This design comes from an exercise in tuning for small area on the open sky130 flow, not from production work. Only simulation tests tie the RTL to the original design; equivalence was not proved. No run shown here takes its clock network from TritonCTS; it comes from the design's own scripts or RTL. No driver is modelled on the clock port, so clock power and skew are understated where the tree is cut down; a real chip needs a root buffer or a tree. No activity file was given, so power comes from the tool's default toggle rates.

==> flow/design.v <==
`default_nettype none
`default_nettype none
`default_nettype none
`default_nettype none
module fancy_fader(input wire clk, input wire rst, input wire [15:0] random,
	output wire ws2812_out, output wire trigger, output wire data_request);
	reg [10:0] cnt;
	reg hold;
	reg [3:0] ci;
	reg [3:0] start;
	reg [2:0] e;
	reg [2:0] rgb;    
	reg [14:0] ring [0:9];
	reg [3:0] d;
	reg curbit;
	wire in_tx = (cnt[10:7] == 4'd0);
	wire req = (cnt == 11'd128);
	wire [3:0] ci_next = ci + 4'd1;
	wire led_end = rgb[2];
	wire sixteenth = (ci_next == start);
	wire last = led_end && sixteenth && (e == 3'd7);
	wire step = in_tx && (cnt[6:0] == 7'd119);
	wire insert = req && !hold && last && (start == 4'd0);
	assign data_request = req;
	assign trigger = ~hold;
	assign ws2812_out = in_tx && ((cnt[3:0] < 4'd4) || (curbit && (cnt[3:0] < 4'd9)));
	always @(posedge clk) begin
		if (rst) begin
			cnt <= 11'd1280;
			hold <= 1'b0;
		end else begin
			if (req && !hold)
				cnt <= 11'd0;
			else if (cnt == 11'd2000)
				cnt <= 11'd128;
			else
				cnt <= cnt + 11'd1;
			if (req && !hold && last)
				hold <= 1'b1;
			else if (cnt == 11'd1999)
				hold <= 1'b0;
		end
	end
	always @(posedge clk) begin
		if (rst) begin
			ci <= 4'd0;
			start <= 4'd0;
			e <= 3'd0;
			rgb <= 3'b001;
		end else if (step) begin
			if (!led_end) begin
				rgb <= {rgb[1:0], 1'b0};
			end else begin
				rgb <= 3'b001;
				if (!last) begin
					ci <= ci_next;
					if (sixteenth)
						e <= e + 3'd1;
				end else begin
					e <= 3'd0;
					start <= ci;
				end
			end
		end
	end
	wire d_hold = in_tx && led_end && (cnt[6:1] == 6'd59) && (last || (cnt[0] && ci == 4'hf));
	always @(posedge clk) begin
		if (rst)
			d <= 4'd0;
		else if (!d_hold)
			d <= (d == 4'd9) ? 4'd0 : d + 4'd1;
	end
	wire clear = !hold && cnt[10] && !cnt[4];
	integer i;
	always @(posedge clk) begin
		for (i = 1; i < 10; i = i + 1)
			ring[i] <= ring[i-1];
		ring[0] <= clear ? 15'd0 : (insert && !d[2]) ? random[14:0] : ring[9];
		ring[5] <= (insert && d[2]) ? random[14:0] : ring[4];
	end
	wire [4:0] a = ({5{rgb[0]}} & ring[0][4:0]) | ({5{rgb[1]}} & ring[0][9:5]) | ({5{rgb[2]}} & ring[0][14:10]);
	wire [4:0] b = ({5{rgb[0]}} & ring[9][4:0]) | ({5{rgb[1]}} & ring[9][9:5]) | ({5{rgb[2]}} & ring[9][14:10]);
	wire [4:0] m0 = ci[0] ? b : a;
	wire [4:0] m1 = ci[1] ? b : a;
	wire [4:0] m2 = ci[2] ? b : a;
	wire [4:0] m3 = ci[3] ? b : a;
	wire [5:0] s0 = a + m0;
	wire [6:0] s1 = {m2, 1'b0} + m1;
	wire [8:0] mix = {s1, 1'b0} + s0 + {m3, 3'b0};
	wire [2:0] bsel = in_tx ? cnt[6:4] + {2'd0, cnt[3]} : 3'd0;
	wire load_ok = !in_tx || (cnt[3:2] != 2'b01);
	wire [2:0] bpos = ~bsel;
	wire [7:0] color = mix[8:1];
	always @(posedge clk)
		if (load_ok && d == 4'd0)
			curbit <= color[bpos];
endmodule
==> flow/flow/run.sh <==
#!/bin/bash
# own flow: the standard flow (standard.sh, unchanged synthesis) with
# extra ORFS settings: a hand-built two-level clock tree (flow/mycts.tcl)
# instead of TritonCTS, small port buffers, and logic cells taken down to
# their smallest drive strength before repair_design (flow/downsize.tcl).
HERE=$(pwd)
cat >> config.mk <<EOC
export CTS_LEAVES = 12
export CTS_LEAF_CELL = sky130_fd_sc_hd__clkbuf_8
export CTS_ROOT_CELL = sky130_fd_sc_hd__clkbuf_8
export PRE_CTS_TCL = $HERE/flow/mycts.tcl
export BUFFER_PORTS_ARGS = -buffer_cell sky130_fd_sc_hd__buf_1
export PRE_RESIZE_TCL = $HERE/flow/downsize.tcl
EOC
bash standard.sh > standard.log 2>&1
==> flow/flow/downsize.tcl <==
# PRE_RESIZE hook: move every combinational cell to the smallest drive
# strength of its function; repair_design, which runs right after, adds
# back buffering or sizing wherever slew, capacitance or fanout need it.
set block [ord::get_db_block]
set db [ord::get_db]
set n 0
foreach inst [$block getInsts] {
  set m [[$inst getMaster] getName]
  if { ![regexp {^sky130_fd_sc_hd__([a-z0-9]+)_([0-9]+)$} $m all base drive] } { continue }
  if { [regexp {^(df|edf|sdf|dl|tap|fill|decap|conb|clk|buf|inv)} $base] } { continue }
  if { $drive <= 1 } { continue }
  foreach d {0 1} {
    if { $d >= $drive } { break }
    set cand "sky130_fd_sc_hd__${base}_$d"
    set cm [$db findMaster $cand]
    if { $cm != "NULL" && [lsearch -exact $::env(DONT_USE_CELLS) $cand] < 0 } {
      replace_cell [$inst getName] $cand
      incr n
      break
    }
  }
}
puts "downsize.tcl: replaced $n cells"
==> flow/flow/mycts.tcl <==
# PRE_CTS hook: a two-level clock tree built here instead of TritonCTS.
# The flip-flops are split into CTS_LEAVES groups of neighbours (recursive
# halving along the longer side), each group gets a clock buffer at its
# centre, and one root buffer driven by the clock port feeds the group
# buffers. Every register sees the same two buffer levels; the rest of
# cts.tcl (placement legalisation, timing repair) runs as usual, and
# clock_tree_synthesis itself is turned into a no-op below.
set leaves $::env(CTS_LEAVES)
set leafcell $::env(CTS_LEAF_CELL)
set rootcell $::env(CTS_ROOT_CELL)

set block [ord::get_db_block]
set clknet [$block findNet clk]

set pts {}
foreach it [$clknet getITerms] {
  set inst [$it getInst]
  set bb [$inst getBBox]
  set x [expr {([$bb xMin] + [$bb xMax]) / 2}]
  set y [expr {([$bb yMin] + [$bb yMax]) / 2}]
  lappend pts [list $x $y [$inst getName] [[$it getMTerm] getName]]
}
puts "mycts: [llength $pts] clock sinks, $leaves groups"

proc split_groups {pts k} {
  if {$k <= 1 || [llength $pts] <= 1} { return [list $pts] }
  set xs [lmap p $pts {lindex $p 0}]
  set ys [lmap p $pts {lindex $p 1}]
  set w [expr {[tcl::mathfunc::max {*}$xs] - [tcl::mathfunc::min {*}$xs]}]
  set h [expr {[tcl::mathfunc::max {*}$ys] - [tcl::mathfunc::min {*}$ys]}]
  set axis [expr {$w >= $h ? 0 : 1}]
  set sorted [lsort -integer -index $axis $pts]
  set k1 [expr {$k / 2}]
  set n1 [expr {int(round(double([llength $pts]) * $k1 / $k))}]
  return [concat [split_groups [lrange $sorted 0 [expr {$n1 - 1}]] $k1] \
                 [split_groups [lrange $sorted $n1 end] [expr {$k - $k1}]]]
}

set groups [split_groups $pts $leaves]

proc place_at {name x y} {
  set inst [[ord::get_db_block] findInst $name]
  set m [$inst getMaster]
  set x [expr {$x - [$m getWidth] / 2}]
  set y [expr {$y - [$m getHeight] / 2}]
  $inst setLocation $x $y
  $inst setPlacementStatus PLACED
}

set db [ord::get_db]
proc new_buf {name cell in out} {
  set inst [odb::dbInst_create [ord::get_db_block] [[ord::get_db] findMaster $cell] $name]
  [$inst findITerm A] connect $in
  [$inst findITerm X] connect $out
  return $inst
}
proc new_net {name} {
  set net [odb::dbNet_create [ord::get_db_block] $name]
  $net setSigType CLOCK
  return $net
}
set rootnet [new_net clk_root]
new_buf cts_root $rootcell $clknet $rootnet

set i 0
set sx 0
set sy 0
foreach g $groups {
  set n [llength $g]
  set cx 0
  set cy 0
  foreach p $g {
    set cx [expr {$cx + [lindex $p 0]}]
    set cy [expr {$cy + [lindex $p 1]}]
  }
  set cx [expr {$cx / $n}]
  set cy [expr {$cy / $n}]
  set net "clk_leaf_$i"
  set buf "cts_leaf_$i"
  set leafnet [new_net $net]
  new_buf $buf $leafcell $rootnet $leafnet
  foreach p $g {
    set it [[$block findInst [lindex $p 2]] findITerm [lindex $p 3]]
    $it disconnect
    $it connect $leafnet
  }
  place_at $buf $cx $cy
  puts "mycts: group $i: $n sinks at ($cx, $cy)"
  set sx [expr {$sx + $cx}]
  set sy [expr {$sy + $cy}]
  incr i
}
place_at cts_root [expr {$sx / $i}] [expr {$sy / $i}]

set_propagated_clock [all_clocks]
detailed_placement
estimate_parasitics -placement
report_clock_skew
proc clock_tree_synthesis {args} { puts "mycts: clock_tree_synthesis skipped, the tree is built by mycts.tcl" }
==> flow/standard.sh <==
#!/bin/bash
# synth_recipe.tcl (not shown) runs the flow's synth.tcl, then flattens the netlist and writes it again
# the make line also repeats each setting of config.mk as NAME=value (left out here)
make -C /OpenROAD-flow-scripts/flow DESIGN_CONFIG=/design/flow/config.mk WORK_HOME=/design/flow/orfs CLKGATE_MAP_FILE= SYNTH_SCRIPT=/design/flow/synth_recipe.tcl "${@:-finish}"
==> flow/config.mk <==
export PLATFORM = sky130hd
export DESIGN_NAME = fancy_fader
export DESIGN_NICKNAME = fancy_fader
export VERILOG_FILES = /design/flow/design.v
export SDC_FILE = /design/flow/constraint.sdc
export NUM_CORES = 4
export LEC_CHECK = 0
export CAP_MARGIN = 20
export CORE_MARGIN = 2
export CORE_UTILIZATION = 40
export SLEW_MARGIN = 20
export CTS_LEAVES = 12
export CTS_LEAF_CELL = sky130_fd_sc_hd__clkbuf_8
export CTS_ROOT_CELL = sky130_fd_sc_hd__clkbuf_8
export PRE_CTS_TCL = /design/flow/flow/mycts.tcl
export BUFFER_PORTS_ARGS = -buffer_cell sky130_fd_sc_hd__buf_1
export PRE_RESIZE_TCL = /design/flow/flow/downsize.tcl
==> flow/constraint.sdc <==
create_clock -name core_clock -period 12.0 [get_ports {clk}]
set_input_delay 2.4000 -clock core_clock [delete_from_list [all_inputs] [get_ports {clk}]]
set_output_delay 2.4000 -clock core_clock [all_outputs]
set_load 0.01 [all_outputs]
==> results.json, run 1 <==
{
  "status": "timing/DRC/antenna clean",
  "dpl_cell_area_um2": 6210,
  "postSynthAreaPerCell_um2": 11.5,
  "viasPerCell": 4.95,
  "grt_usage": 0.126,
  "drc": 0,
  "setup_viol": 0,
  "cp_common_cell": "ha_1",
  "fp.dieW_um": 126,
  "async_flop_share": 0,
  "vdd_drop_max_uv": 99.3,
  "leakage_nw": 2.62,
  "syn_inst": 523,
  "port_buffers": 19,
  "fp-row-count": 44,
  "cp_cell_sequence": "a222oi_1 > a21oi_1 > ha_1 > fa_1 > a21o_1 > a21oi_1 > xnor2_1 > ha_1 > inv_1 > fa_1 > inv_1 > ha_1 > xnor2_1 > o311ai_0 > a2bb2oi_1",
  "setup_tns_ps": 0,
  "critPathSlowestCell": "a222oi_1",
  "detail_route.wl_per_cell_um": 14.1,
  "synthesis.nets": 574,
  "core_area_um2": 14600,
  "via_count": 3559,
  "fin_nets": 588,
  "start_kind": "flop",
  "grt_pass1_wl_um": 17200,
  "max_slew.worst_pin.slew_ps": 1030,
  "initial_core_util": 0.411,
  "gp_congestion": 0.791,
  "synth_ff_type": "dfxtp_1",
  "ant_nets": 0,
  "final_max_slew_viol_count": 0,
  "syn_to_final_growth_pct": 6.62,
  "skew_ps": 17.6,
  "drtPass1Iterations": 4,
  "routed_wl_um": 10100,
  "drive_gt1_frac": 0.0299,
  "antenna_cells": 0,
  "grt_max_degree": 26,
  "insertion_delay_ps": 430,
  "fin_crit_ps": 4380,
  "rsz0062_at_grt": "false",
  "endpoint_kind": "flop",
  "hpwl_um": 7010,
  "crit_type": "reg -> reg",
  "fmax_mhz": 228,
  "ios": 21,
  "worstPathArrival_ps": 4570,
  "max_cap_violations": 0,
  "hold_viol": 0,
  "ys_top_cells_by_area": "dfxtp_1, ha_1, mux2i_1, nor2_1, mux2_2",
  "synth_top_area_cell": "dfxtp_1",
  "yosysWarningCount": 2,
  "final_area_um2": 6390,
  "cpPeakStageDelay_ps": 680,
  "cts_hold_buf": 0,
  "worst-endpoint-required_ps": 12190,
  "max_slew_margin": 0.315,
  "ys_seq_area_frac": 0.606,
  "clk_pin_slew_ps": 100,
  "dieHeight_um": 126,
  "grt_pass1_vias": 3605,
  "synth_top_area_frac": 0.601,
  "cts_resized": 0,
  "cts_setup_buffers": 0,
  "netlist_area_um2": 5990,
  "critical_path.max_fanout": 12,
  "period_share": 0.365,
  "drt_iter0_drc": 248,
  "hp-class": "reg -> reg",
  "antenna_found_initial": 0,
  "power.density_nw_per_um2": 138,
  "grt.overflow.total": 0,
  "die_area_um2": 16000,
  "ys_ff_latch": 181,
  "synth_enable_flop_cells": 1,
  "yosysUniqueCellTypes": 47
}
==> through the flow <==
stage,std cells,hold WS (ps),setup WS (ps),utilization,total power [mW]
after floorplan,523,310,8030,-,0.630
after global placement,706,311,7690,0.426,0.636
after detailed placement,706,312,7620,0.426,0.637
after CTS,719,329,7600,0.438,0.897
after global routing,719,338,7190,0.438,0.922
final,719,327,7620,0.438,0.884
==> layout by cell type (no fill, tap or decap), types with 6 or more instances in the layout <==
master      n
inv_1      21
buf_1      18
dfxtp_1   180
fa_1        9
ha_1       24
o21ai_0    10
xor2_1      8
nor3_1      8
clkbuf_8   13
nand3_1     9
nand2_1    31
a21oi_1    27
a22oi_1     6
nor2_1     55
xnor2_1    18
mux2i_1    22
mux2_1     17
==> cell type report <==
class	count	area (um2)
flip-flops and latches	181	3630
inverters	21	78.8
multi-input cells	299	2180
plain buffers	13	179
well taps	184	230
repair buffers	21	87.6
fillers	1361	8200
==> critical path, delay by kind of cell (launching register included) <==
family / cells / cell delay [ps]
adders and majority gates: 5 / 1640
DFF: 1 / 500
xor gates and xnor gates: 2 / 280
buffers and inverters: 2 / 90
AOI/OAI and AO/OA: 6 / 1630
==> synth_stat cells, drive strengths merged (10+ instances only) <==
library cell,n
dfxtp,180
nor2,55
nand2,31
a21oi,27
ha,24
mux2i,22
inv,21
clkbuf,18
xnor2,18
mux2,17
o21ai,10
==> final timing paths <==
check	from	endpoint	slack, ps	depth (start not counted)
max	rgb[0]$_SDFFE_PP1P_	curbit$_DFFE_PP_	7620	15
min reg2reg	ring[2][9]$_DFF_P_	ring[3][9]$_DFF_P_	330	0
min	ring[2][9]$_DFF_P_	ring[3][9]$_DFF_P_	330	0
max reg2reg	rgb[0]$_SDFFE_PP1P_	curbit$_DFFE_PP_	7620	15
==> flip-flops by register name (all words and copies together), names as in the netlist <==
register / flops
e: 3
d: 4
rgb: 3
hold: 1
ci: 4
curbit: 1
ring: 150
start: 4
cnt: 11
==> routing by layer <==
metal,up-vias,wire (um),GRT usage,share of wire
met4,0,257,0.0284,0.025
met5,-,0,0,0
met3,18,410,0.0152,0.041
met2,57,4530,0.213,0.45
met1,1701,4910,0.175,0.49
li1,1783,-,-,-
==> cell families (layout without fill, tap and decap cells) <==
kind of cell | count (synthesis) | in the layout | synth area share
adders and majority gates | 33 | 33 | 0.0802
xor gates and xnor gates | 27 | 27 | 0.0417
AOI/OAI and AO/OA | 64 | 64 | 0.0680
muxes | 39 | 39 | 0.0687
and+or+nand+nor | 136 | 136 | 0.106
DFF | 181 | 181 | 0.606
buffers and inverters | 43 | 55 | 0.0290
==> where the power goes <==
part	switching [mW]	internal (mW)	total (mW)	leakage, nW
registers	0.00362	0.603	0.607	1.46
logic	0.00933	0.00611	0.0154	1.07
clock network	0.165	0.0970	0.262	0.0935
==> inputs of run 2 (changes only) <==
--- a/flow/flow/run.sh
+++ b/flow/flow/run.sh
@@ -8,5 +8,5 @@
 export CTS_LEAVES = 12
 export CTS_LEAF_CELL = sky130_fd_sc_hd__clkbuf_8
-export CTS_ROOT_CELL = sky130_fd_sc_hd__clkbuf_8
+export CTS_ROOT_CELL = sky130_fd_sc_hd__clkbuf_4
 export PRE_CTS_TCL = $HERE/flow/mycts.tcl
 export BUFFER_PORTS_ARGS = -buffer_cell sky130_fd_sc_hd__buf_1
--- a/flow/config.mk
+++ b/flow/config.mk
@@ -12,5 +12,5 @@
 export CTS_LEAVES = 12
 export CTS_LEAF_CELL = sky130_fd_sc_hd__clkbuf_8
-export CTS_ROOT_CELL = sky130_fd_sc_hd__clkbuf_8
+export CTS_ROOT_CELL = sky130_fd_sc_hd__clkbuf_4
 export PRE_CTS_TCL = /design/flow/flow/mycts.tcl
 export BUFFER_PORTS_ARGS = -buffer_cell sky130_fd_sc_hd__buf_1
==> run 2 against run 1 <==
Final area hardly changed. Flip-flop and latch count unchanged. Critical path depth unchanged. Hold slack hardly changed. Sequential power hardly changed.
==> results.json, run 2 <==
{
  "drc": 0,
  "min_from": "ring[2][9]$_DFF_P_",
  "rsz0062_at_grt": "false",
  "vdd_drop_max_uv": 99.0,
  "setup_tns_ps": 0,
  "max_cap_violations": 0,
  "yosysMostFrequentCell": "dfxtp_1",
  "netlist_area_um2": 5990,
  "critical_path.max_fanout": 12,
  "period_share": 0.366,
  "syn_inst": 523,
  "final_area_um2": 6380,
  "detail_route.wl_per_cell_um": 13.9,
  "largest_reg_flops": 150,
  "synthTopCellsByCount": "dfxtp_1, nor2_1, nand2_1",
  "core_area_um2": 14600,
  "yosysUniqueCellTypes": 47,
  "reg2reg_slack_ps": 7610,
  "fp.dieW_um": 126,
  "via_count": 3536,
  "antenna_cells": 0,
  "hold_viol": 0,
  "clk_pin_slew_ps": 100,
  "top_regs": "ring x150, cnt x11",
  "grt_max_degree": 26,
  "drtPass1Iterations": 5,
  "synth_ff_type": "dfxtp_1",
  "leakage_nw": 2.62,
  "synthesis.nets": 574,
  "dp_slack_ps": 7620,
  "fin_crit_ps": 4390,
  "grt_usage": 0.126,
  "skew_ps": 16.7,
  "ant_nets": 0,
  "ios": 21,
  "fp-row-count": 44,
  "layout_commonest_cell": "dfxtp_1",
  "dieHeight_um": 126,
  "hold-path-cell-count": 0,
  "max_slew.worst_pin.slew_ps": 1030,
  "grt_pass1_vias": 3605,
  "largest-register": "ring",
  "fmax_mhz": 228,
  "r2r_start": "rgb[0]$_SDFFE_PP1P_",
  "ys_ff_latch": 181,
  "power.density_nw_per_um2": 138,
  "crit_type": "reg -> reg",
  "ys_top_cells_by_area": "dfxtp_1, ha_1, mux2i_1, nor2_1, mux2_2",
  "fin_ws_ps": 7610,
  "syn_to_final_growth_pct": 6.51,
  "setup_viol": 0,
  "max_slew_margin": 0.313,
  "worst-endpoint-required_ps": 12320,
  "routed_wl_um": 10000,
  "synth_top_area_frac": 0.601,
  "dpl_cell_area_um2": 6210,
  "worstPathArrival_ps": 4710,
  "initial_core_util": 0.411,
  "final_max_slew_viol_count": 0,
  "reg2reg_depth": 15,
  "fin_nets": 588,
  "grt.overflow.total": 0,
  "synth_enable_flop_cells": 1,
  "drt_iter0_drc": 262,
  "grt_pass1_wl_um": 17200,
  "viasPerCell": 4.92,
  "insertion_delay_ps": 560,
  "postSynthAreaPerCell_um2": 11.5,
  "port_buffers": 19,
  "cts_setup_buffers": 0,
  "r2r-end": "curbit$_DFFE_PP_",
  "whs_endpoint": "ring[3][9]$_DFF_P_",
  "die_area_um2": 16000,
  "endpoint_kind": "flop",
  "hp-class": "reg -> reg",
  "hpwl_um": 7010,
  "yosysWarningCount": 2,
  "antenna_found_initial": 0,
  "cts_resized": 0,
  "synth_top_area_cell": "dfxtp_1",
  "status": "timing/DRC/antenna clean",
  "mostFrequentLayoutCells": "dfxtp_1, nor2_1, nand2_1, a21oi_1, ha_1",
  "fillers": 1363,
  "start_kind": "flop",
  "async_flop_share": 0,
  "cts_hold_buf": 0,
  "drive_gt1_frac": 0.0299,
  "ys_seq_area_frac": 0.606,
  "gp_congestion": 0.791
}
[run 2: changes by cell type in the layout (fill, tap and decap cells not counted)]
cell      before  now
clkbuf_4       0    1
clkbuf_8      13   12
[run 2: worst max path at each step]
stage / start / to / slack [ps] / cells past startpoint
after floorplan: rgb[2]$_SDFFE_PP0P_ / curbit$_DFFE_PP_ / 8030 / 17
after global placement: rgb[0]$_SDFFE_PP1P_ / curbit$_DFFE_PP_ / 7690 / 15
after detailed placement: rgb[0]$_SDFFE_PP1P_ / curbit$_DFFE_PP_ / 7620 / 15
after CTS: cnt[7]$_SDFF_PP0_ / ws2812_out / 7540 / 3
after global routing: rgb[0]$_SDFFE_PP1P_ / curbit$_DFFE_PP_ / 7190 / 15
final: rgb[0]$_SDFFE_PP1P_ / curbit$_DFFE_PP_ / 7610 / 15
[run 2: kinds of logic (layout without fill, tap and decap cells)]
| family | after synthesis | in the layout | share of synthesized area |
|---|---|---|---|
| compound gates | 64 | 64 | 0.0680 |
| xor+xnor | 27 | 27 | 0.0417 |
| fa+ha+maj | 33 | 33 | 0.0802 |
| buf+inv | 43 | 55 | 0.0290 |
| flops | 181 | 181 | 0.606 |
| mux | 39 | 39 | 0.0687 |
| simple gates | 136 | 136 | 0.106 |
[run 2: per-layer routing]
layer  GRT usage  up-vias  routed length (um)
li1            -     1780                   -
met1       0.175     1688                4780
met2       0.213       53                4660
met3      0.0152       15                 376
met4      0.0284        0                 210
met5           0        -                   0
[run 2: per-stage QoR]
stage	power [mW]	std cells	hold slack, ps	utilization
after CTS	0.892	719	329	0.438
after floorplan	0.630	523	310	-
after detailed placement	0.637	706	312	0.426
final	0.880	719	327	0.438
after global routing	0.917	719	338	0.438
after global placement	0.636	706	311	0.426
[run 2: power breakdown]
group / switching, mW / internal (mW) / leakage, nW
clock: 0.165 / 0.0919 / 0.0909
sequential: 0.00361 / 0.603 / 1.46
combinational: 0.00932 / 0.00611 / 1.07
[run 2: cell type report]
type / instances / area (um2) / area share
Buffer: 13 / 173 / 0.0270
Inverter: 21 / 78.8 / 0.0123
Multi-Input combinational cell: 299 / 2180 / 0.342
Sequential cell: 181 / 3630 / 0.569
Tap cell: 184 / 230 / 0.0361
Timing Repair Buffer: 21 / 87.6 / 0.0137
[run 2: worst max-delay path, stage by stage, from the launching register on]
cell       delay [ps]
dfxtp_1           490
a222oi_1          680
a21oi_1           160
ha_1              260
fa_1              420
a21o_1            210
a21oi_1           170
xnor2_1           140
ha_1              170
inv_1              50
fa_1              480
inv_1              40
ha_1              310
xnor2_1           140
o311ai_0          310
a2bb2oi_1         110
==> inputs of run 3 (changes only) <==
--- a/flow/flow/run.sh
+++ b/flow/flow/run.sh
@@ -6,6 +6,6 @@
 HERE=$(pwd)
 cat >> config.mk <<EOC
-export CTS_LEAVES = 12
-export CTS_LEAF_CELL = sky130_fd_sc_hd__clkbuf_8
+export CTS_LEAVES = 18
+export CTS_LEAF_CELL = sky130_fd_sc_hd__clkbuf_4
 export CTS_ROOT_CELL = sky130_fd_sc_hd__clkbuf_4
 export PRE_CTS_TCL = $HERE/flow/mycts.tcl
--- a/flow/config.mk
+++ b/flow/config.mk
@@ -10,6 +10,6 @@
 export CORE_UTILIZATION = 40
 export SLEW_MARGIN = 20
-export CTS_LEAVES = 12
-export CTS_LEAF_CELL = sky130_fd_sc_hd__clkbuf_8
+export CTS_LEAVES = 18
+export CTS_LEAF_CELL = sky130_fd_sc_hd__clkbuf_4
 export CTS_ROOT_CELL = sky130_fd_sc_hd__clkbuf_4
 export PRE_CTS_TCL = /design/flow/flow/mycts.tcl
==> run 3 against run 2 <==
Still clean. Combinational power about the same. Via count rose by 1.2%. Critical path depth unchanged. Routed wire length up 0.65%. Maximum frequency fell by 0.99%. Die area did not move. Register-to-register slack worse by 40 ps. Critical path type unchanged. Critical endpoint unchanged. Largest cell class unchanged.
==> results.json, run 3 <==
{
  "status": "timing/DRC/antenna clean",
  "fp-row-count": 44,
  "initial_core_util": 0.411,
  "switching_share": 0.207,
  "syn_to_final_growth_pct": 6.01,
  "synthesis.nets": 574,
  "antenna_cells": 0,
  "power.density_nw_per_um2": 135,
  "drt_iter0_drc": 226,
  "dp_cells": 706,
  "fin_ws_ps": 7570,
  "max_slew.worst_pin.slew_ps": 1020,
  "cts_hold_buf": 0,
  "max_slew_margin": 0.317,
  "insertion_delay_ps": 600,
  "mostFrequentLayoutCells": "dfxtp_1, nor2_1, nand2_1, a21oi_1, ha_1",
  "fin_crit_ps": 4430,
  "cp_common_cell": "ha_1",
  "dp_slack_ps": 7620,
  "path_buf_inv": 2,
  "viasPerCell": 4.93,
  "largest-register": "ring",
  "max_cap_violations": 0,
  "hold_viol": 0,
  "rsz0062_at_grt": "false",
  "die_area_um2": 16000,
  "pwr-share-comb": 0.018,
  "async_flop_share": 0,
  "skew_ps": 20.0,
  "fmax_mhz": 226,
  "synth_ff_type": "dfxtp_1",
  "ys_ff_latch": 181,
  "grt_pass1_vias": 3651,
  "start_kind": "flop",
  "worstPathArrival_ps": 4790,
  "largest_reg_flops": 150,
  "drtPass1Iterations": 7,
  "port_buffers": 19,
  "internal-power_uw": 682,
  "netlist_area_um2": 5990,
  "antenna_found_initial": 0,
  "top_regs": "ring x150, cnt x11",
  "yosysMostFrequentCell": "dfxtp_1",
  "dieHeight_um": 126,
  "drive_gt1_frac": 0.0407,
  "postSynthAreaPerCell_um2": 11.5,
  "gp_congestion": 0.791,
  "synthTopCellsByCount": "dfxtp_1, nor2_1, nand2_1",
  "yosysWarningCount": 2,
  "yosysUniqueCellTypes": 47,
  "endpoint_kind": "flop",
  "seq_power_share": 0.706,
  "setup_viol": 0,
  "critPathSlowestCell": "a222oi_1",
  "cts_resized": 0,
  "via_count": 3577,
  "fin_nets": 594,
  "leakage_nw": 2.61,
  "fin_cells": 725,
  "grt_max_degree": 26,
  "fp.dieW_um": 126,
  "period_share": 0.369,
  "p_sw_uw": 178,
  "layout_commonest_cell": "dfxtp_1",
  "cpPeakStageDelay_ps": 680,
  "hpwl_um": 7010,
  "final_max_slew_viol_count": 0,
  "detail_route.wl_per_cell_um": 13.9,
  "ant_nets": 0,
  "hp-class": "reg -> reg",
  "ios": 21,
  "crit_type": "reg -> reg",
  "synth_top_area_frac": 0.601,
  "routed_wl_um": 10100,
  "synth_top_area_cell": "dfxtp_1",
  "worst-endpoint-required_ps": 12360,
  "final_area_um2": 6350,
  "drc": 0,
  "vdd_drop_max_uv": 77.5,
  "setup_tns_ps": 0,
  "synth_enable_flop_cells": 1,
  "core_area_um2": 14600,
  "grt_usage": 0.127,
  "syn_inst": 523,
  "p_clk_frac": 0.276,
  "ys_seq_area_frac": 0.606,
  "critical_path.max_fanout": 12,
  "grt.overflow.total": 0,
  "grt_pass1_wl_um": 17300,
  "fillers": 1362,
  "cp_cell_sequence": "a222oi_1 > a21oi_1 > ha_1 > fa_1 > a21o_1 > a21oi_1 > xnor2_1 > ha_1 > inv_1 > fa_1 > inv_1 > ha_1 > xnor2_1 > o311ai_0 > a2bb2oi_1",
  "final_util": 0.436,
  "dpl_cell_area_um2": 6210,
  "clk_pin_slew_ps": 110,
  "crit_family": "compound AO/OA/AOI/OAI gates",
  "cts_setup_buffers": 0,
  "ys_top_cells_by_area": "dfxtp_1, ha_1, mux2i_1, nor2_1, mux2_2"
}
==> run 3: kinds of logic after synthesis <==
logic type / count (synthesis) / synth area share
buf+inv: 43 / 0.0290
mux: 39 / 0.0687
compound gates: 64 / 0.0680
flops: 181 / 0.606
xor+xnor: 27 / 0.0417
simple gates: 136 / 0.106
fa+ha+maj: 33 / 0.0802
==> run 3: area by class of cell <==
type / count / area [um2] / area share
Buffer: 19 / 143 / 0.0224
Inverter: 21 / 78.8 / 0.0124
Multi-Input combinational cell: 299 / 2180 / 0.343
Sequential cell: 181 / 3630 / 0.572
Tap cell: 184 / 230 / 0.0362
Timing Repair Buffer: 21 / 87.6 / 0.0138
==> run 3: final timing paths <==
check	from	to	slack, ps	cells after the start
max	rgb[0]$_SDFFE_PP1P_	curbit$_DFFE_PP_	7570	15
min	ring[7][7]$_DFF_P_	ring[8][7]$_DFF_P_	330	0
max reg2reg	rgb[0]$_SDFFE_PP1P_	curbit$_DFFE_PP_	7570	15
min reg2reg	ring[7][7]$_DFF_P_	ring[8][7]$_DFF_P_	330	0
==> run 3: power groups by stage <==
stage               combinational [mW]  clock, mW  sequential [mW]
floorplan                       0.0107          0            0.619
global placement                0.0154          0            0.621
detailed placement              0.0157          0            0.621
CTS                             0.0158      0.251            0.607
global route                    0.0176      0.274            0.608
finish                          0.0155      0.237            0.607
==> run 3: layer usage <==
metal	track usage	vias to the layer above	wire, um
met3	0.0148	23	483
li1	-	1802	-
met4	0.0297	0	255
met2	0.215	60	4540
met1	0.174	1692	4810
met5	0	-	0
==> run 3: per-stage QoR <==
| stage | total power, mW | hold WS [ps] |
|---|---|---|
| floorplan | 0.630 | 310 |
| global placement | 0.636 | 311 |
| detailed placement | 0.637 | 312 |
| CTS | 0.874 | 332 |
| global route | 0.899 | 335 |
| finish | 0.860 | 328 |
==> inputs of run 4 (changes only) <==
--- a/flow/design.v
+++ b/flow/design.v
@@ -23,20 +23,19 @@
 	wire insert = req && !hold && last && (start == 4'd0);
 	assign data_request = req;
-	assign trigger = ~hold;
+	wire gap_end = &cnt;
+	assign trigger = ~hold | gap_end;
 	assign ws2812_out = in_tx && ((cnt[3:0] < 4'd4) || (curbit && (cnt[3:0] < 4'd9)));
 	always @(posedge clk) begin
 		if (rst) begin
-			cnt <= 11'd1280;
+			cnt <= 11'd1327;
 			hold <= 1'b0;
 		end else begin
-			if (req && !hold)
-				cnt <= 11'd0;
-			else if (cnt == 11'd2000)
-				cnt <= 11'd128;
+			if (req)
+				cnt <= hold ? 11'd176 : 11'd0;
 			else
-				cnt <= cnt + 11'd1;
+				cnt <= (cnt + 11'd1) | {3'd0, gap_end, 7'd0};
 			if (req && !hold && last)
 				hold <= 1'b1;
-			else if (cnt == 11'd1999)
+			else if (gap_end)
 				hold <= 1'b0;
 		end
--- a/flow/config.mk
+++ b/flow/config.mk
@@ -9,4 +9,5 @@
 export CORE_MARGIN = 2
 export CORE_UTILIZATION = 40
+export GPL_TIMING_DRIVEN = 0
 export SLEW_MARGIN = 20
 export CTS_LEAVES = 18
==> run 4 against run 3 <==
Still clean on timing, DRC and antenna. Synthesized cell count shrank 0.76%. Maximum frequency is 5.0% lower. Combinational power grew to 2.7 times the previous value. Routed wire length increased by 6.4%. Critical path depth rose by 1. Final area increased by 0.77%. Synthesized area unchanged. Flip-flop and latch count unchanged. Clock skew fell by 1.1 ps.
==> results.json, run 4 <==
{
  "grt_pass1_vias": 3649,
  "hold_ws_ps": 323,
  "core_area_um2": 14600,
  "leakage_nw": 2.56,
  "syn_to_final_growth_pct": 6.83,
  "setup_tns_ps": 0,
  "endpoint_kind": "flop",
  "ys_seq_area_frac": 0.606,
  "synth_enable_flop_cells": 1,
  "grt.overflow.total": 0,
  "layout_commonest_cell": "dfxtp_1",
  "yosysUniqueCellTypes": 48,
  "gp_congestion": 0.820,
  "synth_ff_type": "dfxtp_1",
  "die_area_um2": 16000,
  "max_slew_margin": 0.306,
  "cts_setup_buffers": 0,
  "netlist_area_um2": 5990,
  "dp_slack_ps": 7380,
  "min_from": "ring[1][14]$_DFF_P_",
  "hold_viol": 0,
  "drive_gt1_frac": 0.0414,
  "cts_hold_buf": 0,
  "hpwl_um": 7590,
  "port_buffers": 18,
  "skew_ps": 18.9,
  "cpPeakStageDelay_ps": 650,
  "synth.area.mux_share": 0.0582,
  "synthTopCellsByCount": "dfxtp_1, nor2_1, nand2_1",
  "max_cap_violations": 0,
  "grt_pass1_wl_um": 17600,
  "fin_nets": 609,
  "synth_top_area_frac": 0.601,
  "dp_cells": 721,
  "synth_top_area_cell": "dfxtp_1",
  "fmax_mhz": 214,
  "ys_top_cells_by_area": "dfxtp_1, ha_1, fa_1, mux2i_1, nor2_1",
  "insertion_delay_ps": 580,
  "cp_common_cell": "ha_1",
  "async_flop_share": 0,
  "critPathSlowestCell": "a222oi_1",
  "start_kind": "flop",
  "hp-class": "reg -> reg",
  "grt_usage": 0.131,
  "setup_viol": 0,
  "synth_xor_area_frac": 0.0388,
  "synth_fa_ha_area_frac": 0.0802,
  "fin_crit_ps": 4670,
  "max_slew.worst_pin.slew_ps": 1030,
  "worstPathArrival_ps": 4970,
  "antenna_found_initial": 0,
  "period_share": 0.389,
  "ant_nets": 0,
  "vdd_drop_max_uv": 90.7,
  "fp-row-count": 44,
  "final_util": 0.439,
  "r2r_start": "rgb[2]$_SDFFE_PP0P_",
  "rsz0062_at_grt": "false",
  "grt_max_degree": 19,
  "fin_ws_ps": 7330,
  "largest_reg_flops": 150,
  "total_power_uw": 893,
  "viasPerCell": 4.97,
  "final_max_slew_viol_count": 0,
  "ios": 21,
  "worstSetupStartpoint": "rgb[2]$_SDFFE_PP0P_",
  "yosysWarningCount": 2,
  "synth_compound_area_frac": 0.0814,
  "clk_pin_slew_ps": 110,
  "top_regs": "ring x150, cnt x11",
  "drtPass1Iterations": 5,
  "final_area_um2": 6400,
  "detail_route.wl_per_cell_um": 14.5,
  "status": "timing/DRC/antenna clean",
  "largest-register": "ring",
  "fillers": 1396,
  "cts_resized": 0,
  "synthesis.nets": 570,
  "reg2reg_slack_ps": 7330,
  "dpl_cell_area_um2": 6260,
  "routed_wl_um": 10700,
  "synth_simple_gate_area_frac": 0.109,
  "cp_cell_sequence": "clkbuf_1 > a222oi_1 > a21oi_1 > ha_1 > fa_1 > a21o_1 > a21oi_1 > xnor2_1 > ha_1 > inv_1 > fa_1 > inv_1 > ha_1 > xnor2_1 > o311ai_0 > a32oi_1",
  "yosysMostFrequentCell": "dfxtp_1",
  "mostFrequentLayoutCells": "dfxtp_1, nor2_1, nand2_1, a21oi_1, ha_1",
  "power.density_nw_per_um2": 139,
  "initial_core_util": 0.411,
  "syn_inst": 519,
  "ys_ff_latch": 181,
  "worst-endpoint-required_ps": 12300,
  "dieHeight_um": 126,
  "fin_cells": 741,
  "postSynthAreaPerCell_um2": 11.6,
  "drt_iter0_drc": 122,
  "fp.dieW_um": 126,
  "crit_type": "reg -> reg",
  "synth_top_family_by_area": "simple AND/OR/NAND/NOR gates",
  "critical_path.max_fanout": 10,
  "via_count": 3680,
  "drc": 0
}
run 4: cell count changes after synthesis, sizes merged, moves of 4 or more:
cell / previous run / this run
a21oi: 27 / 32
clkbuf: 18 / 12
mux2i: 22 / 18
nand2: 31 / 35
nor2: 55 / 47
o21ai: 10 / 16
run 4: final timing paths:
kind                              end  cells past startpoint
setup / recovery     curbit$_DFFE_PP_                     16
hold / removal    ring[2][14]$_DFF_P_                      0
setup reg to reg     curbit$_DFFE_PP_                     16
hold reg to reg   ring[2][14]$_DFF_P_                      0
run 4: power by group:
group | internal, mW | total, mW | switching [mW]
clock network | 0.0721 | 0.239 | 0.167
registers | 0.605 | 0.612 | 0.00651
logic | 0.0166 | 0.0416 | 0.0250
run 4: cells by family after synthesis:
| family | count (synthesis) |
|---|---|
| muxes | 33 |
| DFF | 181 |
| buffers and inverters | 36 |
| AOI/OAI and AO/OA | 79 |
| and+or+nand+nor | 132 |
| xor gates and xnor gates | 25 |
| adders and majority gates | 33 |
run 4: area by class of cell:
cell class,count,area (um2),share of cell area
Multi-Input combinational cell,302,2170,0.339
Tap cell,184,230,0.0360
Buffer,34,221,0.0346
Sequential cell,181,3630,0.567
Inverter,21,78.8,0.0123
Antenna cell,1,2.50,0.000391
Timing Repair Buffer,18,67.6,0.0106
run 4: critical path, delay by kind of cell, from the launching register on:
kind / cells / cell delay, ps
AOI/OAI and AO/OA: 6 / 1670
xor gates and xnor gates: 2 / 290
adders and majority gates: 5 / 1640
buffers and inverters: 3 / 400
DFF: 1 / 390
run 4: layer usage:
metal	routed length, um	vias up	global-route usage	share of wire
li1	-	1848	-	-
met1	5170	1730	0.182	0.48
met2	4830	80	0.220	0.45
met3	493	22	0.0169	0.046
met4	246	0	0.0265	0.023
met5	0	-	0	0
==> inputs of run 5 (changes only) <==
--- a/flow/config.mk
+++ b/flow/config.mk
@@ -9,5 +9,4 @@
 export CORE_MARGIN = 2
 export CORE_UTILIZATION = 40
-export GPL_TIMING_DRIVEN = 0
 export SLEW_MARGIN = 20
 export CTS_LEAVES = 18
==> run 5 against run 4 <==
Cell count is 1.5% lower. Routed wire length is 5.2% lower. Largest cell class unchanged. Final area is 0.66% lower. Critical endpoint unchanged. Still clean. Largest power group unchanged.
==> results.json, run 5 <==
{
  "initial_core_util": 0.411,
  "cp_cell_sequence": "a222oi_1 > a21oi_1 > ha_1 > fa_1 > a21o_1 > a21oi_1 > xnor2_1 > ha_1 > inv_1 > fa_1 > inv_1 > ha_1 > xnor2_1 > o311ai_0 > a32oi_1",
  "core_area_um2": 14600,
  "fin_crit_ps": 4500,
  "port_buffers": 19,
  "critPathSlowestCell": "a222oi_1",
  "crit_type": "reg -> reg",
  "path_buf_inv": 2,
  "layout_commonest_cell": "dfxtp_1",
  "synth_compound_area_frac": 0.0814,
  "endpoint_kind": "flop",
  "cts_setup_buffers": 0,
  "cp_common_cell": "ha_1",
  "netlist_area_um2": 5990,
  "cpPeakStageDelay_ps": 750,
  "fin_nets": 598,
  "setup_viol": 0,
  "drc": 0,
  "top_regs": "ring x150, cnt x11",
  "die_area_um2": 16000,
  "via_count": 3576,
  "syn_inst": 519,
  "fillers": 1341,
  "synth_simple_gate_area_frac": 0.109,
  "ys_top_cells_by_area": "dfxtp_1, ha_1, fa_1, mux2i_1, nor2_1",
  "syn_to_final_growth_pct": 6.12,
  "detail_route.wl_per_cell_um": 13.9,
  "ys_ff_latch": 181,
  "yosysMostFrequentCell": "dfxtp_1",
  "hpwl_um": 6990,
  "leakage_nw": 2.55,
  "hp-class": "reg -> reg",
  "mostFrequentLayoutCells": "dfxtp_1, nor2_1, nand2_1, a21oi_1, ha_1",
  "cts_hold_buf": 0,
  "routed_wl_um": 10200,
  "synth.area.mux_share": 0.0582,
  "total_power_uw": 890,
  "ios": 21,
  "max_slew_margin": 0.282,
  "fmax_mhz": 222,
  "postSynthAreaPerCell_um2": 11.6,
  "vdd_drop_max_uv": 86.8,
  "skew_ps": 16.4,
  "ant_nets": 0,
  "synth_xor_area_frac": 0.0388,
  "power.density_nw_per_um2": 140,
  "drt_iter0_drc": 204,
  "grt_pass1_wl_um": 17500,
  "synth_top_area_cell": "dfxtp_1",
  "cts_resized": 0,
  "largest-register": "ring",
  "max_cap_violations": 0,
  "final_max_slew_viol_count": 0,
  "viasPerCell": 4.90,
  "worstPathArrival_ps": 4800,
  "fp.dieW_um": 126,
  "hold_viol": 0,
  "grt_usage": 0.129,
  "dieHeight_um": 126,
  "synth_top_area_frac": 0.601,
  "start_kind": "flop",
  "yosysWarningCount": 2,
  "period_share": 0.375,
  "rsz0062_at_grt": "false",
  "max_slew.worst_pin.slew_ps": 1080,
  "fp-row-count": 44,
  "synthesis.nets": 570,
  "worst-endpoint-required_ps": 12300,
  "grt_max_degree": 31,
  "gp_congestion": 0.810,
  "drtPass1Iterations": 4,
  "largest_reg_flops": 150,
  "drive_gt1_frac": 0.0440,
  "yosysUniqueCellTypes": 48,
  "antenna_found_initial": 0,
  "synth_top_family_by_area": "simple AND/OR/NAND/NOR gates",
  "grt.overflow.total": 0,
  "synth_ff_type": "dfxtp_1",
  "synthTopCellsByCount": "dfxtp_1, nor2_1, nand2_1",
  "crit_family": "compound AO/OA/AOI/OAI gates",
  "setup_tns_ps": 0,
  "synth_enable_flop_cells": 1,
  "grt_pass1_vias": 3714,
  "critical_path.max_fanout": 12,
  "async_flop_share": 0,
  "synth_fa_ha_area_frac": 0.0802,
  "ys_seq_area_frac": 0.606,
  "insertion_delay_ps": 580,
  "clk_pin_slew_ps": 110,
  "status": "timing/DRC/antenna clean"
}
[run 5: cell counts after synthesis]
No cell type changed its count.
[run 5: path summary, 6_finish.rpt]
check / from / slack, ps / cells after the start / end
worst min register to register: ring[2][0]$_DFF_P_ / 320 / 0 / ring[3][0]$_DFF_P_
worst min-delay path: ring[2][0]$_DFF_P_ / 320 / 0 / ring[3][0]$_DFF_P_
worst max-delay path: rgb[0]$_SDFFE_PP1P_ / 7500 / 15 / curbit$_DFFE_PP_
worst max register to register: rgb[0]$_SDFFE_PP1P_ / 7500 / 15 / curbit$_DFFE_PP_
[run 5: per-layer routing]
layer,part of all wire,wire length (um),GRT usage
met4,0.023,231,0.0323
met3,0.035,359,0.0139
met2,0.45,4530,0.214
met5,0,0,0
met1,0.50,5060,0.182
[run 5: layout make-up]
class                           instances  area, um2  share of cell area
Inverter                               21       78.8              0.0124
Tap cell                              184        230              0.0362
Timing Repair Buffer                   22        101              0.0159
Multi-Input combinational cell        302       2170               0.341
Sequential cell                       181       3630               0.571
Buffer                                 19        143              0.0224
Antenna cell                            1       2.50            0.000393
[run 5: cell families (layout without fill, tap and decap cells)]
| kind of cell | Yosys count | count (layout) |
|---|---|---|
| simple gates | 132 | 132 |
| fa+ha+maj | 33 | 33 |
| mux | 33 | 33 |
| other cells | 0 | 1 |
| flops | 181 | 181 |
| buf+inv | 36 | 62 |
| xor+xnor | 25 | 25 |
| compound gates | 79 | 79 |
[run 5: power breakdown]
part           internal [mW]  switching [mW]  total [mW]
registers              0.605         0.00780       0.613
clock network         0.0721           0.165       0.238
logic                 0.0167          0.0230      0.0397
[run 5: through the flow]
stage	utilization	instance area [um2]	setup slack [ps]	hold slack, ps	instances
2_1_floorplan	-	5990	8040	310	519
5_1_grt	0.436	6360	7170	332	729
3_5_place_dp	0.426	6210	7450	312	710
3_3_place_gp	0.428	6240	7540	310	709
6_report	0.436	6360	7500	324	730
4_1_cts	0.436	6350	7450	321	729
[run 5: worst register-to-register path, stage by stage (launching register included)]
cell	delay (ps)
dfxtp_1	510
a222oi_1	750
a21oi_1	160
ha_1	260
fa_1	410
a21o_1	210
a21oi_1	170
xnor2_1	150
ha_1	160
inv_1	40
fa_1	470
inv_1	40
ha_1	310
xnor2_1	130
o311ai_0	290
a32oi_1	150
==> inputs of run 6 (changes only) <==
--- a/flow/config.mk
+++ b/flow/config.mk
@@ -6,8 +6,8 @@
 export NUM_CORES = 4
 export LEC_CHECK = 0
-export CAP_MARGIN = 20
+export CAP_MARGIN = 5
 export CORE_MARGIN = 2
 export CORE_UTILIZATION = 40
-export SLEW_MARGIN = 20
+export SLEW_MARGIN = 5
 export CTS_LEAVES = 18
 export CTS_LEAF_CELL = sky130_fd_sc_hd__clkbuf_4
==> run 6 against run 5 <==
Final area hardly changed. Maximum frequency increased by 0.13%. Combinational power is essentially flat. Sequential power about the same. Die area unchanged.
==> results.json, run 6 <==
{
  "syn_to_final_growth_pct": 6.03,
  "routed_wl_um": 10200,
  "status": "timing/DRC/antenna clean",
  "insertion_delay_ps": 580,
  "ys_top_cells_by_area": "dfxtp_1, ha_1, fa_1, mux2i_1, nor2_1",
  "hp-class": "reg -> reg",
  "start_kind": "flop",
  "syn_inst": 519,
  "synth_top_area_cell": "dfxtp_1",
  "grt_pass1_vias": 3714,
  "vdd_drop_max_uv": 86.8,
  "core_area_um2": 14600,
  "max_slew_margin": 0.263,
  "worstPathArrival_ps": 4800,
  "initial_core_util": 0.411,
  "hold-path-cell-count": 0,
  "grt.overflow.total": 0,
  "drt_iter0_drc": 213,
  "top_regs": "ring x150, cnt x11",
  "final_util": 0.436,
  "grt_pass1_wl_um": 17500,
  "die_area_um2": 16000,
  "synth_enable_flop_cells": 1,
  "hpwl_um": 6990,
  "setup_tns_ps": 0,
  "grt_usage": 0.129,
  "synth_top_area_frac": 0.601,
  "fp.dieW_um": 126,
  "viasPerCell": 4.89,
  "grt_util_met2": 0.214,
  "max_slew.worst_pin.slew_ps": 1100,
  "ios": 21,
  "dp_cells": 710,
  "leakage_nw": 2.55,
  "postSynthAreaPerCell_um2": 11.6,
  "drtPass1Iterations": 4,
  "fin_cells": 730,
  "whs_endpoint": "ring[6][12]$_DFF_P_",
  "layout_commonest_cell": "dfxtp_1",
  "fin_crit_ps": 4500,
  "r2r_start": "rgb[0]$_SDFFE_PP1P_",
  "grt_max_degree": 31,
  "synth_ff_type": "dfxtp_1",
  "dp_slack_ps": 7450,
  "hold_viol": 0,
  "gr-usage-met3": 0.0139,
  "cts_hold_buf": 0,
  "fillers": 1341,
  "worst-endpoint-required_ps": 12300,
  "drive_gt1_frac": 0.0422,
  "largest_reg_flops": 150,
  "max_cap_violations": 0,
  "final_max_slew_viol_count": 0,
  "fmax_mhz": 222,
  "rsz0062_at_grt": "false",
  "synthesis.nets": 570,
  "setup_viol": 0,
  "r2r-end": "curbit$_DFFE_PP_",
  "fin_nets": 598,
  "dpl_cell_area_um2": 6210,
  "reg2reg_depth": 15,
  "period_share": 0.375,
  "ys_seq_area_frac": 0.606,
  "power.density_nw_per_um2": 140,
  "endpoint_kind": "flop",
  "reg2reg_slack_ps": 7500,
  "largest-register": "ring",
  "grt_busiest_layer": "met2",
  "ys_ff_latch": 181,
  "drc": 0,
  "async_flop_share": 0,
  "gp_congestion": 0.810,
  "critical_path.max_fanout": 12,
  "ant_nets": 0,
  "grtUsageMet1": 0.182,
  "yosysMostFrequentCell": "dfxtp_1",
  "clk_pin_slew_ps": 110,
  "dieHeight_um": 126,
  "netlist_area_um2": 5990,
  "synthTopCellsByCount": "dfxtp_1, nor2_1, nand2_1",
  "fp-row-count": 44,
  "detail_route.wl_per_cell_um": 13.9,
  "mostFrequentLayoutCells": "dfxtp_1, nor2_1, nand2_1, a21oi_1, ha_1",
  "cts_resized": 0,
  "crit_type": "reg -> reg",
  "antenna_found_initial": 0,
  "yosysUniqueCellTypes": 48,
  "final_area_um2": 6360,
  "yosysWarningCount": 2,
  "port_buffers": 19,
  "skew_ps": 16.4,
  "cts_setup_buffers": 0,
  "min_from": "ring[5][12]$_DFF_P_",
  "via_count": 3570,
  "fin_ws_ps": 7500
}
run 6: cell counts after synthesis:
No cell type changed its count.
run 6: worst max path at each step:
| stage | startpoint | to | depth (start not counted) |
|---|---|---|---|
| 2_1_floorplan | rgb[0]$_SDFFE_PP1P_ | curbit$_DFFE_PP_ | 16 |
| 3_3_place_gp | rgb[0]$_SDFFE_PP1P_ | curbit$_DFFE_PP_ | 15 |
| 3_5_place_dp | rgb[0]$_SDFFE_PP1P_ | curbit$_DFFE_PP_ | 15 |
| 4_1_cts | cnt[0]$_SDFF_PP1_ | trigger | 5 |
| 5_1_grt | rgb[0]$_SDFFE_PP1P_ | curbit$_DFFE_PP_ | 15 |
| 6_report | rgb[0]$_SDFFE_PP1P_ | curbit$_DFFE_PP_ | 15 |
run 6: logic make-up (layout without fill, tap and decap cells):
family | Yosys count | count (layout) | share of synthesized area
adders and majority gates | 33 | 33 | 0.0802
AOI/OAI and AO/OA | 79 | 79 | 0.0814
other | 0 | 1 | 0
xor gates and xnor gates | 25 | 25 | 0.0388
and+or+nand+nor | 132 | 132 | 0.109
muxes | 33 | 33 | 0.0582
buffers and inverters | 36 | 62 | 0.0263
DFF | 181 | 181 | 0.606
run 6: layout make-up:
type,instances,area (um2),area share
Sequential cell,181,3630,0.572
Buffer,19,143,0.0224
Timing Repair Buffer,22,101,0.0159
Tap cell,184,230,0.0362
Multi-Input combinational cell,302,2170,0.341
Antenna cell,1,2.50,0.000394
Inverter,21,78.8,0.0124
run 6: layer usage:
metal	part of all wire	wire [um]
met5	0	0
met4	0.023	231
met3	0.035	352
met2	0.45	4570
met1	0.49	5020
run 6: metrics by stage:
stage | hold WS (ps) | power [mW]
2_1_floorplan | 310 | 0.654
3_3_place_gp | 310 | 0.665
3_5_place_dp | 312 | 0.667
4_1_cts | 321 | 0.905
5_1_grt | 332 | 0.934
6_report | 324 | 0.890
run 6: worst max-delay path, cell delays in order, from the launching register on:
cell and delay, ps:
dfxtp_1 510, a222oi_1 740, a21oi_1 160, ha_1 260
fa_1 410, a21o_1 210, a21oi_1 170, xnor2_1 150
ha_1 160, inv_1 40, fa_1 470, inv_1 40
ha_1 310, xnor2_1 130, o311ai_0 290, a32oi_1 150
run 6: report_power, final:
part,switching (mW),total [mW],internal (mW)
Combinational,0.0229,0.0396,0.0167
Clock,0.165,0.238,0.0721
Sequential,0.00784,0.613,0.605
Total,0.196,0.890,0.694
==> inputs of run 7 (changes only) <==
--- a/flow/design.v
+++ b/flow/design.v
@@ -75,9 +75,9 @@
 		for (i = 1; i < 10; i = i + 1)
 			ring[i] <= ring[i-1];
-		ring[0] <= clear ? 15'd0 : (insert && !d[2]) ? random[14:0] : ring[9];
-		ring[5] <= (insert && d[2]) ? random[14:0] : ring[4];
+		ring[0] <= clear ? 15'd0 : (insert && !d[2]) ? random[14:0] : ~ring[9];
+		ring[5] <= (insert && d[2]) ? ~random[14:0] : ~ring[4];
 	end
 	wire [4:0] a = ({5{rgb[0]}} & ring[0][4:0]) | ({5{rgb[1]}} & ring[0][9:5]) | ({5{rgb[2]}} & ring[0][14:10]);
-	wire [4:0] b = ({5{rgb[0]}} & ring[9][4:0]) | ({5{rgb[1]}} & ring[9][9:5]) | ({5{rgb[2]}} & ring[9][14:10]);
+	wire [4:0] b = ~(({5{rgb[0]}} & ring[9][4:0]) | ({5{rgb[1]}} & ring[9][9:5]) | ({5{rgb[2]}} & ring[9][14:10]));
 	wire [4:0] m0 = ci[0] ? b : a;
 	wire [4:0] m1 = ci[1] ? b : a;
--- a/flow/config.mk
+++ b/flow/config.mk
@@ -6,8 +6,8 @@
 export NUM_CORES = 4
 export LEC_CHECK = 0
-export CAP_MARGIN = 5
+export CAP_MARGIN = 20
 export CORE_MARGIN = 2
 export CORE_UTILIZATION = 40
-export SLEW_MARGIN = 5
+export SLEW_MARGIN = 20
 export CTS_LEAVES = 18
 export CTS_LEAF_CELL = sky130_fd_sc_hd__clkbuf_4
==> run 7 against run 6 <==
First-iteration DRC count fell by 18%. Highest routed layer unchanged. Setup slack lost 130 ps. Routed wire length up 2.6%. Critical endpoint is now trigger. Hold slack worse by 3.0 ps. Critical path depth is 9 lower. Clock power about the same. Power rose by 0.60%. Synthesized cell count grew 2.3%. Global-route usage increased by 0.25 points. Maximum frequency shrank 2.7%. Via count grew 2.9%. Clock skew increased by 9.0 ps.
==> results.json, run 7 <==
{
  "status": "timing/DRC/antenna clean",
  "critical_path.max_fanout": 6,
  "async_flop_share": 0,
  "reg2reg_slack_ps": 7400,
  "cts_setup_buffers": 0,
  "largest-register": "ring",
  "fmax_mhz": 216,
  "antenna_cells": 0,
  "whs_endpoint": "ring[8][14]$_DFF_P_",
  "endpoint_kind": "primary output",
  "initial_core_util": 0.411,
  "grt_usage": 0.132,
  "gp_congestion": 0.814,
  "viasPerCell": 4.99,
  "drt_iter0_drc": 175,
  "yosysMostFrequentCell": "dfxtp_1",
  "drc": 0,
  "netlist_area_um2": 6000,
  "max_cap_violations": 0,
  "hold_ws_ps": 321,
  "fp.dieW_um": 126,
  "final_max_slew_viol_count": 0,
  "final_area_um2": 6330,
  "dpl_cell_area_um2": 6180,
  "synth_ff_type": "dfxtp_1",
  "synthesis.nets": 582,
  "cts_hold_buf": 0,
  "r2r_start": "rgb[2]$_SDFFE_PP0P_",
  "yosysWarningCount": 2,
  "ys_seq_area_frac": 0.606,
  "hold_viol": 0,
  "largest_reg_flops": 150,
  "drtPass1Iterations": 6,
  "setup_tns_ps": 0,
  "layout_commonest_cell": "dfxtp_1",
  "core_area_um2": 14600,
  "syn_to_final_growth_pct": 5.53,
  "max_slew_margin": 0.313,
  "synth_top_area_cell": "dfxtp_1",
  "power.density_nw_per_um2": 142,
  "fin_cells": 736,
  "period_share": 0.385,
  "dieHeight_um": 126,
  "cpPeakStageDelay_ps": 430,
  "port_buffers": 19,
  "grt.overflow.total": 0,
  "postSynthAreaPerCell_um2": 11.3,
  "vdd_drop_max_uv": 82.1,
  "via_count": 3675,
  "syn_inst": 531,
  "ant_nets": 0,
  "yosysUniqueCellTypes": 53,
  "top_regs": "ring x150, cnt x11",
  "fin_crit_ps": 4620,
  "hold-path-cell-count": 0,
  "insertion_delay_ps": 600,
  "grt_pass1_vias": 3613,
  "detail_route.wl_per_cell_um": 14.2,
  "worstPathArrival_ps": 2220,
  "fp-row-count": 44,
  "setup_viol": 0,
  "routed_wl_um": 10400,
  "max_slew.worst_pin.slew_ps": 1030,
  "reg2reg_depth": 15,
  "synth_enable_flop_cells": 1,
  "seq_area_um2": 3630,
  "hp-class": "reg -> reg",
  "start_kind": "flop",
  "fillers": 1378,
  "path_buf_inv": 1,
  "die_area_um2": 16000,
  "min_from": "ring[7][14]$_DFF_P_",
  "critPathSlowestCell": "dfxtp_1",
  "grt_pass1_wl_um": 17700,
  "ios": 21,
  "crit_family": "simple AND/OR/NAND/NOR gates",
  "ys_top_cells_by_area": "dfxtp_1, ha_1, a21oi_1, mux2i_1, fa_1",
  "hpwl_um": 7230,
  "fin_nets": 605,
  "grt_max_degree": 31,
  "skew_ps": 25.4,
  "worst-endpoint-required_ps": 9600,
  "ys_ff_latch": 181,
  "rsz0062_at_grt": "false",
  "synth_top_area_frac": 0.601,
  "leakage_nw": 2.49,
  "cts_resized": 0,
  "multi_input_area_um2": 2170,
  "dp_cells": 717,
  "cp_cell_sequence": "ha_1 > nand4_1 > nor2_1 > nand3_1 > nand2_1 > buf_1",
  "synthTopCellsByCount": "dfxtp_1, nand2_1, a21oi_1",
  "r2r-end": "curbit$_DFFE_PP_",
  "total_power_uw": 896,
  "antenna_found_initial": 0,
  "mostFrequentLayoutCells": "dfxtp_1, nand2_1, a21oi_1, nor2_1, ha_1",
  "clk_pin_slew_ps": 120,
  "drive_gt1_frac": 0.0399,
  "crit_type": "reg -> out"
}
[run 7: cell types whose count changed in the layout (fill, tap and decap cells not counted), sizes merged, moves of 4 or more]
cell   change
a21oi     +10
mux2      -13
nand2     +13
nor2      -11
or2       +14
xor2       -4
[run 7: logic make-up after synthesis]
group,synth area share
XOR/XNOR,0.0376
multiplexers,0.0355
AO/OA/AOI/OAI,0.0891
flip-flops,0.606
buffers and inverters,0.0261
AND/OR/NAND/NOR,0.126
adder cells (fa/ha/maj),0.0801
[run 7: worst register-to-register path: stages (launching register included)]
cell	delay, ps
dfxtp_1	510
a222oi_1	780
o21ai_0	330
ha_1	350
a21o_1	180
a21oi_1	250
xnor2_1	170
ha_1	260
ha_1	300
ha_1	350
o21ai_0	100
o21bai_1	130
a21oi_1	90
xnor2_1	120
o311ai_0	280
a32oi_1	150
[run 7: cell type report]
class	count	share of cell area
tap	184	0.0364
multi-input combinational	313	0.342
inverter	18	0.0107
timing repair buffer	21	0.0136
buffer	19	0.0225
sequential	181	0.574
[run 7: worst max-delay path by stage]
stage	startpoint	to	slack [ps]	depth (start not counted)
global placement	rgb[0]$_SDFFE_PP1P_	curbit$_DFFE_PP_	7490	15
detailed placement	rgb[0]$_SDFFE_PP1P_	curbit$_DFFE_PP_	7400	15
CTS	cnt[0]$_SDFF_PP1_	trigger	7360	6
finish	cnt[0]$_SDFF_PP1_	trigger	7380	6
global route	rgb[1]$_SDFFE_PP0P_	curbit$_DFFE_PP_	7050	15
floorplan	rgb[0]$_SDFFE_PP1P_	curbit$_DFFE_PP_	7870	16
[run 7: stage by stage]
stage	utilization	worst slack, ps
after global placement	0.427	7490
after global routing	0.434	7050
final	0.434	7380
after CTS	0.434	7360
after floorplan	-	7870
after detailed placement	0.424	7400
[run 7: where the power goes]
part	switching [mW]	leakage, nW	internal [mW]
clock network	0.168	0.0874	0.0721
registers	0.00843	1.47	0.607
logic	0.0226	0.933	0.0177
[run 7: routing by layer]
metal	track usage	routed length, um	share of wire
met1	0.182	5020	0.48
met2	0.224	4810	0.46
met3	0.0143	351	0.034
met4	0.0317	254	0.024
met5	0	0	0
==> inputs of run 8 (changes only) <==
==> flow/flow/run.sh (replaced) <==
#!/bin/bash
# own flow: the standard flow (standard.sh) with these changes:
# - after the standard synthesis, the gates between the flip-flops are
#   re-mapped with a stronger ABC script (flow/resynth.sh); the flip-flops
#   stay exactly as the standard synthesis made them;
# - a hand-built two-level clock tree (flow/mycts.tcl) instead of TritonCTS;
# - small port buffers;
# - logic cells taken down to their smallest drive strength before
#   repair_design (flow/downsize.tcl).
set -euo pipefail
HERE=$(pwd)
cat >> config.mk <<EOC
export CTS_LEAVES = 18
export CTS_LEAF_CELL = sky130_fd_sc_hd__clkbuf_4
export CTS_ROOT_CELL = sky130_fd_sc_hd__clkbuf_4
export PRE_CTS_TCL = $HERE/flow/mycts.tcl
export BUFFER_PORTS_ARGS = -buffer_cell sky130_fd_sc_hd__buf_1
export PRE_RESIZE_TCL = $HERE/flow/downsize.tcl
EOC
R=orfs/results/$FLOW_PLATFORM/fancy_fader/base
bash standard.sh synth > standard_synth.log 2>&1
cp $R/1_2_yosys.v standard_1_2_yosys.v
bash flow/resynth.sh standard_1_2_yosys.v $R/1_2_yosys.v
bash standard.sh do-1_synth > standard_synth_odb.log 2>&1
bash standard.sh > standard.log 2>&1
==> flow/flow/resynth.sh (new file) <==
#!/bin/bash
# Re-map the combinational logic of the standard synthesis netlist with a
# stronger ABC script. The flip-flops are kept as they are (same instances,
# names and cell types): only the gates between them are rebuilt.
# usage: resynth.sh NETLIST_IN NETLIST_OUT
set -euo pipefail
IN=$1; OUT=$2
LIB=$FLOW_HOME/platforms/sky130hd/lib/sky130_fd_sc_hd__tt_025C_1v80.lib
# models of the combinational cells, from the liberty functions
yosys -q -l resynth_cells.log -p "read_liberty -ignore_miss_func $LIB; delete sky130_fd_sc_hd__df* sky130_fd_sc_hd__edf* sky130_fd_sc_hd__sdf* sky130_fd_sc_hd__dl* sky130_fd_sc_hd__lpflow* sky130_fd_sc_hd__probe*; write_verilog -noattr resynth_comb.v"
DU=""
for c in $(sed -n '/DONT_USE_CELLS/,/^$/p' $FLOW_HOME/platforms/sky130hd/config.mk | grep -o 'sky130_fd_sc_hd__[a-z0-9_]*'); do DU="$DU -dont_use $c"; done
SCRIPT='+strash;&get,-n;&deepsyn,-J,50;&put;&get,-n;&nf,-R,1000;&put'
yosys -l resynth.log -p "read_liberty -lib $LIB; read_verilog $IN; hierarchy -top $FLOW_TOP; techmap -map resynth_comb.v; techmap; opt -fast; abc -liberty $LIB $DU -script $SCRIPT; opt_clean -purge; setundef -zero; splitnets; opt_clean -purge; hilomap -singleton -hicell sky130_fd_sc_hd__conb_1 HI -locell sky130_fd_sc_hd__conb_1 LO; rename -enumerate -pattern rsyn_%; check -assert; stat -liberty $LIB; write_verilog -noattr -nohex -nodec resynth_out.v" > /dev/null
# keep the result only if it is a plain netlist of cell instances
if grep -q -E '^\s*assign\b' resynth_out.v || grep -q -E '\\[^ ]*[:/]' resynth_out.v; then
  echo "resynth: result not used (assign statements or odd names); keeping the standard netlist"
  cp "$IN" "$OUT"
else
  cp resynth_out.v "$OUT"
fi
==> run 8 against run 7 <==
Still clean on timing, DRC and antenna. Clock power barely moved. Global-route usage hardly changed. Die area shrank 7.3%. Critical endpoint unchanged. Largest power group unchanged. Highest routed layer unchanged.
==> results.json, run 8 <==
{
  "cts_resized": 0,
  "dp_slack_ps": 7310,
  "fp.dieW_um": 122,
  "internal-power_uw": 692,
  "final_util": 0.437,
  "vdd_drop_max_uv": 63.8,
  "fin_nets": 549,
  "fin_crit_ps": 5100,
  "status": "timing/DRC/antenna clean",
  "yosysWarningCount": 2,
  "top_regs": "ring x150, cnt x11",
  "layout_commonest_cell": "dfxtp_1",
  "fp-row-count": 43,
  "netlist_area_um2": 5540,
  "power.density_nw_per_um2": 148,
  "drc": 0,
  "reg2reg_slack_ps": 7270,
  "grt_pass1_vias": 3392,
  "insertion_delay_ps": 600,
  "drt_iter0_drc": 194,
  "syn_inst": 489,
  "fmax_mhz": 196,
  "rsz0062_at_grt": "false",
  "hpwl_um": 6400,
  "hp-class": "reg -> reg",
  "routed_wl_um": 9520,
  "seq_power_share": 0.693,
  "clk_pin_slew_ps": 110,
  "initial_core_util": 0.404,
  "cts_setup_buffers": 0,
  "final_max_slew_viol_count": 0,
  "worstPathArrival_ps": 2700,
  "postSynthAreaPerCell_um2": 11.3,
  "period_share": 0.425,
  "final_area_um2": 6000,
  "grt_pass1_wl_um": 16100,
  "largest-register": "ring",
  "grt.overflow.total": 0,
  "p_clk_frac": 0.269,
  "endpoint_kind": "primary output",
  "start_kind": "flop",
  "via_count": 3448,
  "largest_reg_flops": 150,
  "ant_nets": 0,
  "die_area_um2": 14800,
  "fillers": 1329,
  "dieHeight_um": 122,
  "grt_max_degree": 27,
  "port_buffers": 19,
  "ios": 21,
  "max_slew.worst_pin.slew_ps": 1050,
  "fin_ws_ps": 6900,
  "critical_path.max_fanout": 8,
  "gp_congestion": 0.826,
  "antenna_cells": 0,
  "cts_hold_buf": 0,
  "leakage_nw": 2.39,
  "hold_viol": 0,
  "grt_usage": 0.131,
  "syn_to_final_growth_pct": 8.19,
  "antenna_found_initial": 0,
  "worst-endpoint-required_ps": 9600,
  "setup_viol": 0,
  "max_cap_violations": 0,
  "drive_gt1_frac": 0.0397,
  "hold_ws_ps": 328,
  "viasPerCell": 4.86,
  "setup_tns_ps": 0,
  "crit_type": "reg -> out",
  "synthesis.nets": 507,
  "dpl_cell_area_um2": 5860,
  "mostFrequentLayoutCells": "dfxtp_1, nand2_1, nor2_1, mux2i_1, o21ai_0",
  "detail_route.wl_per_cell_um": 13.4,
  "core_area_um2": 13700,
  "max_slew_margin": 0.297,
  "p_sw_uw": 193,
  "switching_share": 0.218,
  "pwr-share-comb": 0.037,
  "skew_ps": 20.1,
  "drtPass1Iterations": 6
}
-- run 8: area by class of cell --
class | instances | area (um2) | share of cell area
inverters | 7 | 26.3 | 0.00438
repair buffers | 21 | 86.3 | 0.0144
plain buffers | 19 | 143 | 0.0238
flip-flops and latches | 181 | 3630 | 0.606
multi-input cells | 301 | 1880 | 0.314
well taps | 180 | 225 | 0.0375
-- run 8: worst paths after layout --
check	startpoint	endpoint	cells after the start
max reg2reg	rgb[2]$_SDFFE_PP0P_	curbit$_DFFE_PP_	20
min	ring[6][8]$_DFF_P_	ring[7][8]$_DFF_P_	0
max	cnt[0]$_SDFF_PP1_	trigger	8
min reg2reg	ring[6][8]$_DFF_P_	ring[7][8]$_DFF_P_	0
-- run 8: worst max-delay path: stages (launching register included) --
cell and delay, ps:
dfxtp_1 490, and3_1 230, and2_0 240, and3_1 250, and3_1 210, and2_0 260
nand3_1 160, nand2_1 120, buf_1 150
-- run 8: per-layer routing --
metal / GRT usage / vias to the layer above / share of wire
met5: 0 / - / 0
met4: 0.0330 / 0 / 0.025
met3: 0.0173 / 18 / 0.040
met2: 0.216 / 42 / 0.44
met1: 0.184 / 1589 / 0.50
li1: - / 1799 / -
-- run 8: through the flow --
stage                     instances  total power, mW
after floorplan                 489            0.649
after global placement          690            0.660
after detailed placement        690            0.661
after CTS                       709            0.900
after global routing            709            0.928
final                           709            0.885
-- run 8: power by group through the flow --
stage / logic [mW] / clock network, mW / registers (mW)
finish: 0.0328 / 0.238 / 0.614
CTS: 0.0338 / 0.252 / 0.614
floorplan: 0.0233 / 0 / 0.625
global placement: 0.0332 / 0 / 0.627
detailed placement: 0.0336 / 0 / 0.627
global route: 0.0388 / 0.274 / 0.615

Check on run 8: ideal ports give 6.904 ns setup slack; a clkbuf_16 on the clock port and buf_2 on the inputs give 6.872 ns; moving port delays by the midpoint clock arrival (0.617 ns) as well gives 7.272 ns.
